Source: an optimization exercise on an open RTL-to-GDS flow (aim: small area and a short achievable clock period). Production flows keep margins and buffers that such runs may drop.
In this exercise RTL edits were held to simulation tests only and were not proved equivalent to the original.
The flow treats the clock pin as an ideal source, which a real chip does not have.
Power and IR drop assume default switching activity.

run A:
// adder_tree
module adder_tree
#(
    parameter   NB_IN               = 16,
    parameter   IN_WIDTH            = 16,
    parameter   OUT_WIDTH           = IN_WIDTH+NB_IN,
    parameter   USE_PIPE            = 0
)
(
    input   wire                        clk,
    input   wire                        aresetn,
    input   wire [NB_IN*IN_WIDTH-1:0]   data_in,
    input   wire                        data_in_en,
    output  reg [OUT_WIDTH-1:0]        data_out,
    output  reg                        data_out_en
);
For scale: roughly 500 cells after synthesis, roughly 290 I/O pins, roughly 8900 sq um of cells after synthesis.
==> flow/config.mk <==
export PLATFORM = sky130hd
export DESIGN_NAME = adder_tree
export DESIGN_NICKNAME = adder_tree
export VERILOG_FILES = /design/flow/design.v
export SDC_FILE = /design/flow/constraint.sdc
export NUM_CORES = 4
export LEC_CHECK = 0
export CAP_MARGIN = 20
export CORE_MARGIN = 2
export CORE_UTILIZATION = 60
export SLEW_MARGIN = 20
export SYNTH_HIERARCHICAL = 1
export SYNTH_MINIMUM_KEEP_SIZE = 0
==> flow/constraint.sdc <==
create_clock -name core_clock -period 7.0 [get_ports {clk}]
set_input_delay 1.4000 -clock core_clock [delete_from_list [all_inputs] [get_ports {clk}]]
set_output_delay 1.4000 -clock core_clock [all_outputs]
set_load 0.01 [all_outputs]
standard.sh (not shown) runs the stock make flow with config.mk's settings and CLKGATE_MAP_FILE= SYNTH_SCRIPT=/design/flow/synth_recipe.tcl, a recipe that flattens the netlist after the stock synthesis.
==> flow/flow/run.sh <==
#!/bin/bash
# Own layout flow: the standard ORFS flow (standard.sh, unchanged synthesis),
# with the port buffers chosen explicitly (small buf_1 on inputs, buf_2 on outputs)
# instead of the default clkdlybuf4s50_1 delay buffers.
set -euo pipefail
here=$(pwd)
export PRE_GLOBAL_PLACE_TCL=$here/flow/pre_gp.tcl
export SKIP_REPAIR_TIE_FANOUT=1
export CTS_ARGS="-sink_clustering_enable -repair_clock_nets -dont_use_dummy_load -buf_list sky130_fd_sc_hd__clkbuf_8"
bash standard.sh > $here/orfs_flow.log 2>&1
==> flow/flow/pre_gp.tcl <==
# Sourced by ORFS global_place.tcl before it buffers the ports: make its
# buffer_ports call put buf_1 on every input and buf_2 on every output.
rename buffer_ports orfs_buffer_ports
proc buffer_ports { args } {
  orfs_buffer_ports -inputs -buffer_cell sky130_fd_sc_hd__buf_1
  orfs_buffer_ports -outputs -buffer_cell sky130_fd_sc_hd__buf_2
}
Run A went all the way through synthesis, placement and routing and the layout is clean on timing, DRC and antenna.
Setup changes, run A to run B
- swapping 60 for 68 in CORE_UTILIZATION
Notes after the runs:
Run A leaves more setup margin than run B. | design area | run A vs run B | ≈ equal |. Compared with run A, in run B highest ir drop seen on vdd shows an increase of 8.2%; final estimated routing congestion in global placement shows an increase of 6.0%; final wirelength shows an increase of about 12%; upper clock frequency limit shows a reduction of about 2.2%; global routing met2 resource utilization shows an increase of 12 points. Power, run A and run B, lower one = run A.
Input-level comparison between run C and run B:
- CORE_UTILIZATION changed from 68 to 60
==> flow/flow/run.sh <==
#!/bin/bash
# Own layout flow: the standard ORFS flow (standard.sh, unchanged synthesis),
# with the port buffers chosen explicitly (small buf_1 on inputs, buf_2 on outputs)
# instead of the default clkdlybuf4s50_1 delay buffers.
set -euo pipefail
here=$(pwd)
export PRE_GLOBAL_PLACE_TCL=$here/flow/pre_gp.tcl
export POST_CTS_TCL=$here/flow/post_cts.tcl
export CTS_ARGS="-sink_clustering_enable -repair_clock_nets -dont_use_dummy_load -buf_list sky130_fd_sc_hd__clkbuf_8"
bash standard.sh > $here/orfs_flow.log 2>&1
==> flow/flow/post_cts.tcl (new file) <==
# Sourced by ORFS cts.tcl after its own timing repair: upsize cells on the
# critical paths until the setup slack reaches the margin (no buffering).
log_cmd repair_timing -setup -setup_margin 4.70 -sequence "sizeup,swap" -skip_last_gasp
detailed_placement
check_placement -verbose
--- outcome ---
The lower power attributed to the clock group of run C and run B is in run C. On total via count in the routed design, run C and run B are neck and neck. Compared with run B, run C shows a higher DRC marker count from the first detailed-route iteration. | ratio of total power to cell area | run C vs run B | about 2.6% lower |. Instance count on the critical path of run C is on par with run B. Total power after layout in run C is about 0.8% lower than in run B. Per the comparison of run C with run B, flip-flop and latch area climbed 0.43%; power share of the combinational group dropped 0.3 points. Delta(peak supply drop, run C - run B) < 0.
## Diff of input files: run D against run C
- putting PLACE_DENSITY at 0.75 where nothing was set
==> flow/flow/run.sh <==
#!/bin/bash
# Own layout flow: the standard ORFS flow (standard.sh, unchanged synthesis),
# with the port buffers chosen explicitly (small buf_1 on inputs, buf_2 on outputs)
# instead of the default clkdlybuf4s50_1 delay buffers.
set -euo pipefail
here=$(pwd)
export PRE_GLOBAL_PLACE_TCL=$here/flow/pre_gp.tcl
export CTS_ARGS="-sink_clustering_enable -repair_clock_nets -dont_use_dummy_load -buf_list sky130_fd_sc_hd__clkbuf_8"
bash standard.sh > $here/orfs_flow.log 2>&1
removed: flow/flow/post_cts.tcl
--- outcome ---
Per the comparison of run D with run C, footprint of the multi-input gates -0.97%, worst hold margin ~0 delta, combinational gate power -about 2%, switching power +0.52%. Final cycle utilization of the critical path in run D is 0.42 points above run C. Clock power delta (run D -> run C): insignificant. Run C → run D: first-iteration DRC count moved down; data arrival time of the worst path went up 0.05 ns; cell area lower; worst-case clock skew moved up. On number of vias in the routed layout, run D does worse than run C.
Input changes introduced in run E (baseline for comparison: run D):
- PLACE_DENSITY: 0.75 -> unset
Results
In terms of share of the clock period used by the worst path after layout, run D and run E differ only marginally.
From run E to run D, cell count after placement did not move at all.
Reported clock group power: run D vs run E — no meaningful difference
The register-to-register setup slack was comparable across run E and run D.


== job 3875 ==
Another version of the RTL of adder_tree (not shown whole).
Size: about 190 flip-flops, roughly 9200 um^2 of cells after synthesis.
==> flow/design.v (excerpt) <==
module adder_tree
#(
    parameter   NB_IN               = 16,
    parameter   IN_WIDTH            = 16,
    parameter   OUT_WIDTH           = IN_WIDTH+NB_IN,
    parameter   USE_PIPE            = 0
)
(
    input   wire                        clk,
    input   wire                        aresetn,
    input   wire [NB_IN*IN_WIDTH-1:0]   data_in,
    input   wire                        data_in_en,
    output  reg [OUT_WIDTH-1:0]        data_out,
    output  reg                        data_out_en
);
export LEC_CHECK = 0
export CAP_MARGIN = 20
export CORE_MARGIN = 2
export CORE_UTILIZATION = 40
export SLEW_MARGIN = 20
export SYNTH_HIERARCHICAL = 1
export SYNTH_MINIMUM_KEEP_SIZE = 0
create_clock -name core_clock -period 7.0 [get_ports {clk}]
==> flow/flow/run.sh <==
#!/bin/bash
# Own layout flow: the standard ORFS flow (standard.sh, unchanged synthesis),
# with the port buffers chosen explicitly (small buf_1 on inputs, buf_2 on outputs)
# instead of the default clkdlybuf4s50_1 delay buffers.
set -euo pipefail
here=$(pwd)
export PRE_GLOBAL_PLACE_TCL=$here/flow/pre_gp.tcl
export CTS_ARGS="-sink_clustering_enable -repair_clock_nets -dont_use_dummy_load -buf_list sky130_fd_sc_hd__clkbuf_8"
bash standard.sh > $here/orfs_flow.log 2>&1
Scripts as last shown in full above: flow/flow/pre_gp.tcl
The following lists how job 6547 was set up differently from job 3875:
Settings: a change of CORE_UTILIZATION from 40 to 60; an added SETUP_SLACK_MARGIN of 4.75.
- Relative to job 3875, DRC marker count from the first detailed-route iteration decreased by about 37% in job 6547.
- Layout-stage area growth over the synthesis result: job 6547 vs job 3875 up 4.5 points
- Changes observed in job 6547 relative to job 3875: worst setup slack grew by 0.023 ns; final wirelength shrank by 4.7%.
- Job 6547 vs job 3875 — cell area climbed by a few percent
### job 6547 -> job 2642
Settings: a deleted SETUP_SLACK_MARGIN that had been 4.75; a change of CORE_UTILIZATION from 60 to 40.
diff --git a/flow/flow/run.sh b/flow/flow/run.sh
--- a/flow/flow/run.sh
+++ b/flow/flow/run.sh
@@ -8 +8 @@
-export CTS_ARGS="-sink_clustering_enable -repair_clock_nets -dont_use_dummy_load -buf_list sky130_fd_sc_hd__clkbuf_8"
+export CTS_ARGS="-sink_clustering_enable -repair_clock_nets -dont_use_dummy_load"
Findings:
The setup slack of the worst register-to-register path on job 2642 is in line with that on job 6547.
Total power: job 2642 above job 6547
As of job 2642, routed via count had fallen slightly compared to job 6547.
Looking at wire length of the first global-routing pass across job 6547 and job 2642, the one that comes out lower is job 6547.
[compare] base=job 6547 new=job 2642: number of rows created at floorplan increased 10; layout overhead on the synthesized area dropped 2.4 points; met3 wirelength from detailed routing picked up an extra 20%.
[job 2642 vs job 6547] wire length: higher in job 2642
Footprint of the multi-input gates (higher): job 6547
NOTE: portion of total power attributed to combinational logic in job 2642 falls short of that of job 6547
Looking at setup slack, job 2642 sits 0.012 ns lower than job 6547 does.
Setup changes, job 2642 to job 1877
Settings: a change of CORE_UTILIZATION from 40 to 60.
diff --git a/flow/flow/run.sh b/flow/flow/run.sh
--- a/flow/flow/run.sh
+++ b/flow/flow/run.sh
@@ -8 +8 @@
-export CTS_ARGS="-sink_clustering_enable -repair_clock_nets -dont_use_dummy_load"
+export CTS_ARGS="-sink_clustering_enable -repair_clock_nets -dont_use_dummy_load -buf_list sky130_fd_sc_hd__clkbuf_8"
==> run summary <==
Density: job 1877 denser than job 2642. From job 2642 to job 1877 the numbers moved as follows: worst hold slack flat, cell area dropped about 3%, required time of the worst setup path went up. The met1 routed wirelength after detailed routing reported for job 1877 is smaller than that of job 2642 by 950 um. Job 1877 vs. job 2642: global-route wire length before repair decreased by about 3.3% relative to the old numbers; time the final worst path needs with I/O delays and setup shows a reduction of 0.010 ns.


## gamma
Starting RTL as in the previous note.
Settings: LEC_CHECK=0, CAP_MARGIN=20, CORE_MARGIN=2, CORE_UTILIZATION=60, SLEW_MARGIN=20, SYNTH_HIERARCHICAL=1, SYNTH_MINIMUM_KEEP_SIZE=0; clock period 7.0 ns.
==> flow/flow/run.sh <==
#!/bin/bash
# Own layout flow: the standard ORFS flow (standard.sh, unchanged synthesis),
# with the port buffers chosen explicitly (small buf_1 on inputs, buf_2 on outputs)
# instead of the default clkdlybuf4s50_1 delay buffers, and a clock tree of
# clkbuf_8 without dummy loads.
set -euo pipefail
here=$(pwd)
export PRE_GLOBAL_PLACE_TCL=$here/flow/pre_gp.tcl
export CTS_ARGS="-sink_clustering_enable -repair_clock_nets -dont_use_dummy_load -buf_list sky130_fd_sc_hd__clkbuf_8"
bash standard.sh > $here/orfs_flow.log 2>&1
Scripts as last shown in full above: flow/flow/pre_gp.tcl
gamma ended with every stage complete and zero timing, DRC or antenna violations.
Edits applied to the flow inputs when going from gamma to beta:
# gamma
export LEC_CHECK = 0
export CAP_MARGIN = 20
export CORE_MARGIN = 2
export CORE_UTILIZATION = 60
export SLEW_MARGIN = 20
export SYNTH_HIERARCHICAL = 1
export SYNTH_MINIMUM_KEEP_SIZE = 0
create_clock -name core_clock -period 7.0 [get_ports {clk}]
# beta
export LEC_CHECK = 0
export CAP_MARGIN = 20
export CORE_MARGIN = 2
export CORE_UTILIZATION = 40
export SLEW_MARGIN = 20
export SYNTH_HIERARCHICAL = 1
export SYNTH_MINIMUM_KEEP_SIZE = 0
create_clock -name core_clock -period 7.0 [get_ports {clk}]
==> flow/run.sh (new file) <==
#!/bin/bash
# synth_recipe.tcl (not shown) runs the flow's synth.tcl, then flattens the netlist and writes it again
# the make line also repeats each setting of config.mk as NAME=value (left out here)
make -C /OpenROAD-flow-scripts/flow DESIGN_CONFIG=/design/flow/config.mk WORK_HOME=/design/flow/orfs CLKGATE_MAP_FILE= SYNTH_SCRIPT=/design/flow/synth_recipe.tcl finish
removed: flow/flow/run.sh
removed: flow/flow/pre_gp.tcl
removed: flow/standard.sh
--- outcome ---
- Higher fraction of power consumed by the clock network among beta and gamma: beta
- The higher relative area of clock buffers and inverters in the final design of beta and gamma is in beta.
- Worst-case vdd ir drop: beta vs gamma up about 33%
- Against gamma, beta comes in 0.37 ns higher on final critical path time including I/O delays and setup.
- On hold slack, beta tracks gamma almost exactly.
- gamma was smaller in final cell area than beta.
- beta vs. gamma: DRC violation total after the first TritonRoute iteration went up by 32%.
- Compared with gamma, beta shows a higher count of filler cells inserted in the layout.
- Compared with gamma, in beta share of power burned in combinational logic shrank by 2.4 points; fraction of area in non-clock buffers grew by 12 points.


Starting RTL as in the previous note.
Design adder_tree, start of the top module:
module adder_tree
#(
    parameter   NB_IN               = 16,
    parameter   IN_WIDTH            = 16,
    parameter   OUT_WIDTH           = IN_WIDTH+NB_IN,
    parameter   USE_PIPE            = 0
)
(
    input   wire                        clk,
    input   wire                        aresetn,
    input   wire [NB_IN*IN_WIDTH-1:0]   data_in,
    input   wire                        data_in_en,
    output  reg [OUT_WIDTH-1:0]        data_out,
    output  reg                        data_out_en
);
==> flow/config.mk <==
export PLATFORM = sky130hd
export DESIGN_NAME = adder_tree
export DESIGN_NICKNAME = adder_tree
export VERILOG_FILES = /design/flow/design.v
export SDC_FILE = /design/flow/constraint.sdc
export NUM_CORES = 4
export LEC_CHECK = 0
export CAP_MARGIN = 20
export CORE_MARGIN = 2
export CORE_UTILIZATION = 40
export SLEW_MARGIN = 20
export SYNTH_HIERARCHICAL = 1
export SYNTH_MINIMUM_KEEP_SIZE = 0
==> flow/constraint.sdc <==
create_clock -name core_clock -period 7.0 [get_ports {clk}]
set_input_delay 1.4000 -clock core_clock [delete_from_list [all_inputs] [get_ports {clk}]]
set_output_delay 1.4000 -clock core_clock [all_outputs]
set_load 0.01 [all_outputs]
==> flow/flow/run.sh <==
#!/bin/bash
# Own layout flow: the standard ORFS flow (standard.sh, unchanged synthesis),
# with the port buffers chosen explicitly (small buf_1 on inputs, buf_2 on outputs)
# instead of the default clkdlybuf4s50_1 delay buffers.
set -euo pipefail
here=$(pwd)
export PRE_GLOBAL_PLACE_TCL=$here/flow/pre_gp.tcl
bash standard.sh > $here/orfs_flow.log 2>&1
==> flow/flow/pre_gp.tcl <==
# Sourced by ORFS global_place.tcl before it buffers the ports: make its
# buffer_ports call put buf_1 on every input and buf_2 on every output.
rename buffer_ports orfs_buffer_ports
proc buffer_ports { args } {
  orfs_buffer_ports -inputs -buffer_cell sky130_fd_sc_hd__buf_1
  orfs_buffer_ports -outputs -buffer_cell sky130_fd_sc_hd__buf_2
}
The first run produced a clean layout.
Next try:
--- a/flow/flow/run.sh
+++ b/flow/flow/run.sh
@@ -6,3 +6,4 @@
 here=$(pwd)
 export PRE_GLOBAL_PLACE_TCL=$here/flow/pre_gp.tcl
+export CTS_ARGS="-sink_clustering_enable -repair_clock_nets -dont_use_dummy_load -buf_list sky130_fd_sc_hd__clkbuf_8 -sink_clustering_size 30 -sink_clustering_max_diameter 80"
 bash standard.sh > $here/orfs_flow.log 2>&1
--- a/flow/config.mk
+++ b/flow/config.mk
@@ -8,5 +8,5 @@
 export CAP_MARGIN = 20
 export CORE_MARGIN = 2
-export CORE_UTILIZATION = 40
+export CORE_UTILIZATION = 60
 export SLEW_MARGIN = 20
 export SYNTH_HIERARCHICAL = 1
=> The changed run completed with no timing, DRC or antenna violations. Wire length falls by a few percent. Utilization rose by 21 points. Synthesized cell count does not change. Setup slack stays flat. Final cell count goes down by roughly a tenth. Maximum frequency hardly moves. Final area goes down by a few percent. Non-clock buffer count is unchanged. Sequential cell count stays the same.

## static timing again, ports no longer ideal
The flow's constraints put no driver on any port. The routed layouts listed below were extracted and timed again, unchanged, in two steps. Step 1 (the two cells are an assumption about what drives the block):
set clk [get_ports {clk}]
set_driving_cell -lib_cell sky130_fd_sc_hd__clkbuf_16 $clk
set_driving_cell -lib_cell sky130_fd_sc_hd__buf_2 [delete_from_list [all_inputs] $clk]
Step 2 moves the port delays by t, midway between the first and last clock arrival at a register: inputs arrive t later, outputs are due t later. That takes back most of the time a late clock gives input paths. Three values: ideal ports, drivers, drivers and shift; two values: the first two.
run	shift t [ns]	setup WS [ns]	hold slack, ns
run A	0.463	4.633 / 4.633 / 4.349	0.331 / 0.331 / 0.331
run B	0.476	4.580 / 4.580 / 4.333	0.336 / 0.336 / 0.336
run C	0.467	4.660 / 4.642 / 4.292	0.332 / 0.332 / 0.332
run D	0.480	4.631 / 4.608 / 4.311	0.331 / 0.331 / 0.331
run E	0.466	4.623 / 4.623 / 4.292	0.332 / 0.332 / 0.332
job 3875	0.485	4.623 / 4.617 / 4.319	0.330 / 0.330 / 0.330
job 6547	0.467	4.646 / 4.629 / 4.345	0.321 / 0.321 / 0.321
job 2642	0.456	4.634 / 4.634 / 4.315	0.333 / 0.333 / 0.333
job 1877	0.455	4.644 / 4.636 / 4.330	0.335 / 0.335 / 0.335
gamma	0.455	4.644 / 4.636 / 4.330	0.335 / 0.335 / 0.335
beta	0.468	4.276 / 4.227 / 3.986	0.333 / 0.333 / 0.333
the first run of note 4	0.468	4.642 / 4.635 / 4.323	0.339 / 0.339 / 0.339
the second run of note 4	0.455	4.644 / 4.636 / 4.330	0.335 / 0.335 / 0.335
After both steps setup and hold are still met in every run listed. The setup slack of run C, which loses most, moves by -0.018 ns with the drivers and by -0.368 ns with both steps.
